This is an optimization exercise on Yosys and OpenROAD, whose aim is small area and a short achievable clock period, not a production implementation. The RTL was checked by simulation tests, not by an equivalence proof against the original design.

==> 06-03: inputs <==
// div64_top
module div64_top (
  input          clk,
  input  [63:0]  a,
  input  [63:0]  b,
  output [63:0]  quotient,
  output [63:0]  remainder
);
==> flow/config.mk <==
export PLATFORM = sky130hd
export DESIGN_NAME = div64_top
export DESIGN_NICKNAME = div64_top
export VERILOG_FILES = /design/flow/design.v
export SDC_FILE = /design/flow/constraint.sdc
export NUM_CORES = 8
export LEC_CHECK = 0
export ABC_AREA = 0
export CAP_MARGIN = 50
export CORE_MARGIN = 2
export CORE_UTILIZATION = 55
export GPL_TIMING_DRIVEN = 0
export SLEW_MARGIN = 40
export SYNTH_HIERARCHICAL = 1
==> flow/constraint.sdc <==
create_clock -name core_clock -period 350.0 [get_ports {clk}]
set_input_delay 70.0000 -clock core_clock [delete_from_list [all_inputs] [get_ports {clk}]]
set_output_delay 70.0000 -clock core_clock [all_outputs]
set_load 0.01 [all_outputs]
standard.sh (not shown) runs the stock make flow with config.mk's settings and CLKGATE_MAP_FILE= SYNTH_SCRIPT=/design/flow/synth_recipe.tcl, a recipe that flattens the netlist after the stock synthesis.
==> flow/flow/run.sh <==
#!/bin/bash
# Layout flow: the standard flow (standard.sh, its synthesis included)
# with these additions (the clock and the constraints stay the design's):
#  - after floorplanning, downsize.tcl sets logic cells that synthesis had
#    given a larger drive back to drive strength 1;
#  - ports are buffered with sky130_fd_sc_hd__buf_1;
#  - before detailed placement, repair.tcl runs the resizer's timing repair
#    with a setup margin;
#  - from global routing on, the standard flow's own timing repair after
#    global routing runs with the same setup margin, on the worst path
#    only, without pin swapping or gate cloning.
# Every tool's output goes to a log file in this folder.
set -euo pipefail
W=$(pwd)
export POST_FLOORPLAN_TCL="$W/flow/downsize.tcl"
export BUFFER_PORTS_ARGS="-buffer_cell sky130_fd_sc_hd__buf_1"
export PRE_DETAIL_PLACE_TCL="$W/flow/repair.tcl"
export MY_SETUP_MARGIN=279.5
bash standard.sh cts > log_layout_1.txt 2>&1
export SETUP_SLACK_MARGIN=279.5
export TNS_END_PERCENT=0
export SKIP_PIN_SWAP=1
export SKIP_GATE_CLONING=1
bash standard.sh > log_layout_2.txt 2>&1
==> flow/flow/downsize.tcl <==
# POST_FLOORPLAN_TCL: logic cells that synthesis gave a larger drive go back
# to drive strength 1 (same function); the timing repair after placement
# sizes up what the critical path needs.
set db [ord::get_db]
set block [[$db getChip] getBlock]
set n 0
foreach inst [$block getInsts] {
  set m [[$inst getMaster] getName]
  if { [regexp {^(sky130_fd_sc_hd__(a21oi|a22oi|a211oi|a221oi|a222oi|nor2|nor3|nor4|nand2|nand3|nand4|o21ai|o22ai|mux2|mux2i|xor2|xnor2|inv|and2|or2|a21o|o21a))_([0-9]+)$} $m -> base fn size] } {
    if { $size == 1 } { continue }
    set nm [$db findMaster ${base}_1]
    if { $nm != "NULL" && $nm != "" } {
      $inst swapMaster $nm
      incr n
    }
  }
}
puts "downsize: $n instances set to drive strength 1"
==> flow/flow/repair.tcl <==
# Sourced before detailed placement (PRE_DETAIL_PLACE_TCL): the resizer's
# timing repair on the placed design with a setup margin, so that it
# shortens the critical path although the clock period is met with room.
# Pin swapping and gate cloning are left out (they change the netlist's
# structure beyond sizing and buffering).
source $::env(PLATFORM_DIR)/setRC.tcl
if { [env_var_exists_and_non_empty DONT_USE_CELLS] } {
  set_dont_use $::env(DONT_USE_CELLS)
}
estimate_parasitics -placement
report_worst_slack
log_cmd repair_timing -setup -setup_margin $::env(MY_SETUP_MARGIN) -repair_tns 0 \
  -skip_gate_cloning -skip_pin_swap
estimate_parasitics -placement
report_worst_slack
report_design_area
==> 01-08: changes against 06-03 <==
==> flow/flow/run.sh (replaced) <==
#!/bin/bash
set -euo pipefail
W=$(pwd)
export PRE_DETAIL_PLACE_TCL="$W/flow/repair.tcl"
export MY_SETUP_MARGIN=279.5
bash standard.sh cts > log_layout_1.txt 2>&1
export SETUP_SLACK_MARGIN=279.5
export TNS_END_PERCENT=0
export SKIP_PIN_SWAP=1
export SKIP_GATE_CLONING=1
bash standard.sh > log_layout_2.txt 2>&1
CORE_UTILIZATION = 35   (was 55)
removed: flow/flow/downsize.tcl
==> 02-15: changes against 06-03 <==
==> flow/run.sh (new file) <==
#!/bin/bash
# synth_recipe.tcl (not shown) runs the flow's synth.tcl, then flattens the netlist and writes it again
# the make line also repeats each setting of config.mk as NAME=value (left out here)
make -C /OpenROAD-flow-scripts/flow DESIGN_CONFIG=/design/flow/config.mk WORK_HOME=/design/flow/orfs CLKGATE_MAP_FILE= SYNTH_SCRIPT=/design/flow/synth_recipe.tcl finish
CORE_UTILIZATION = 35   (was 55)
removed: flow/flow/run.sh
removed: flow/flow/downsize.tcl
removed: flow/flow/repair.tcl
removed: flow/standard.sh
==> summary of the runs <==
Routed wire length, highest first: 06-03, 01-08, 02-15. Final area: 01-08 > 06-03 > 02-15. Global-route usage, lowest first: 02-15, 01-08, 06-03. Setup slack: 01-08 > 06-03 > 02-15. Between 02-15 and 01-08, the lower final cell count is in 02-15 (gap about 4%, measured against 01-08).
==> figures <==
metric                                                                          01-08                    02-15                    06-03
Status                                                        complete, no violations  complete, no violations  complete, no violations
CP Depth                                                                          449                      441                      436
Reg-to-reg setup timing slack                                               271.26 ns                248.39 ns                267.25 ns
Fraction of final layout cells sized beyond drive strength 1                    21.7%                    10.9%                    14.5%
Finished Cell Area                                                       162,000 um^2             148,000 um^2             152,000 um^2
Placed instance area                                                     156,000 um^2             145,000 um^2             146,000 um^2
Wire length on met1                                                        209,000 um               208,000 um               194,000 um
Minimum hold slack                                                            1.25 ns                  1.19 ns                  1.19 ns
Count of non-CTS buffers in the layout                                          1,716                      871                    1,492
Setup skew after layout                                                     0.0426 ns                0.0360 ns                0.0464 ns

==> what the ideal ports hide <==
No port has a modelled driver above. Below, the same layouts with a new extraction and two added sets of constraints. Step 1 assumes that a clkbuf_16 drives the clock port and a buf_2 every other input. Step 2, shift: input delay + t, output delay - t, t = (earliest + latest rising clock arrival at the registers) / 2. This alone moves slack from input paths to output paths. Slacks: no drivers / after step 1 / after step 2; pairs: no drivers / after step 1.
| run | t, ns | slack for setup (ns) | worst setup path after step 2 | cell pins on the clock port's net |
|---|---|---|---|---|
| 06-03 | 0.837 | 267.248 / 267.249 / 267.249 | register to register | 1 |
| 01-08 | 0.845 | 271.256 / 271.256 / 271.256 | register to register | 1 |
| 02-15 | 0.844 | 248.388 / 248.388 / 248.388 | register to register | 1 |
After both steps every run listed still meets setup and hold.
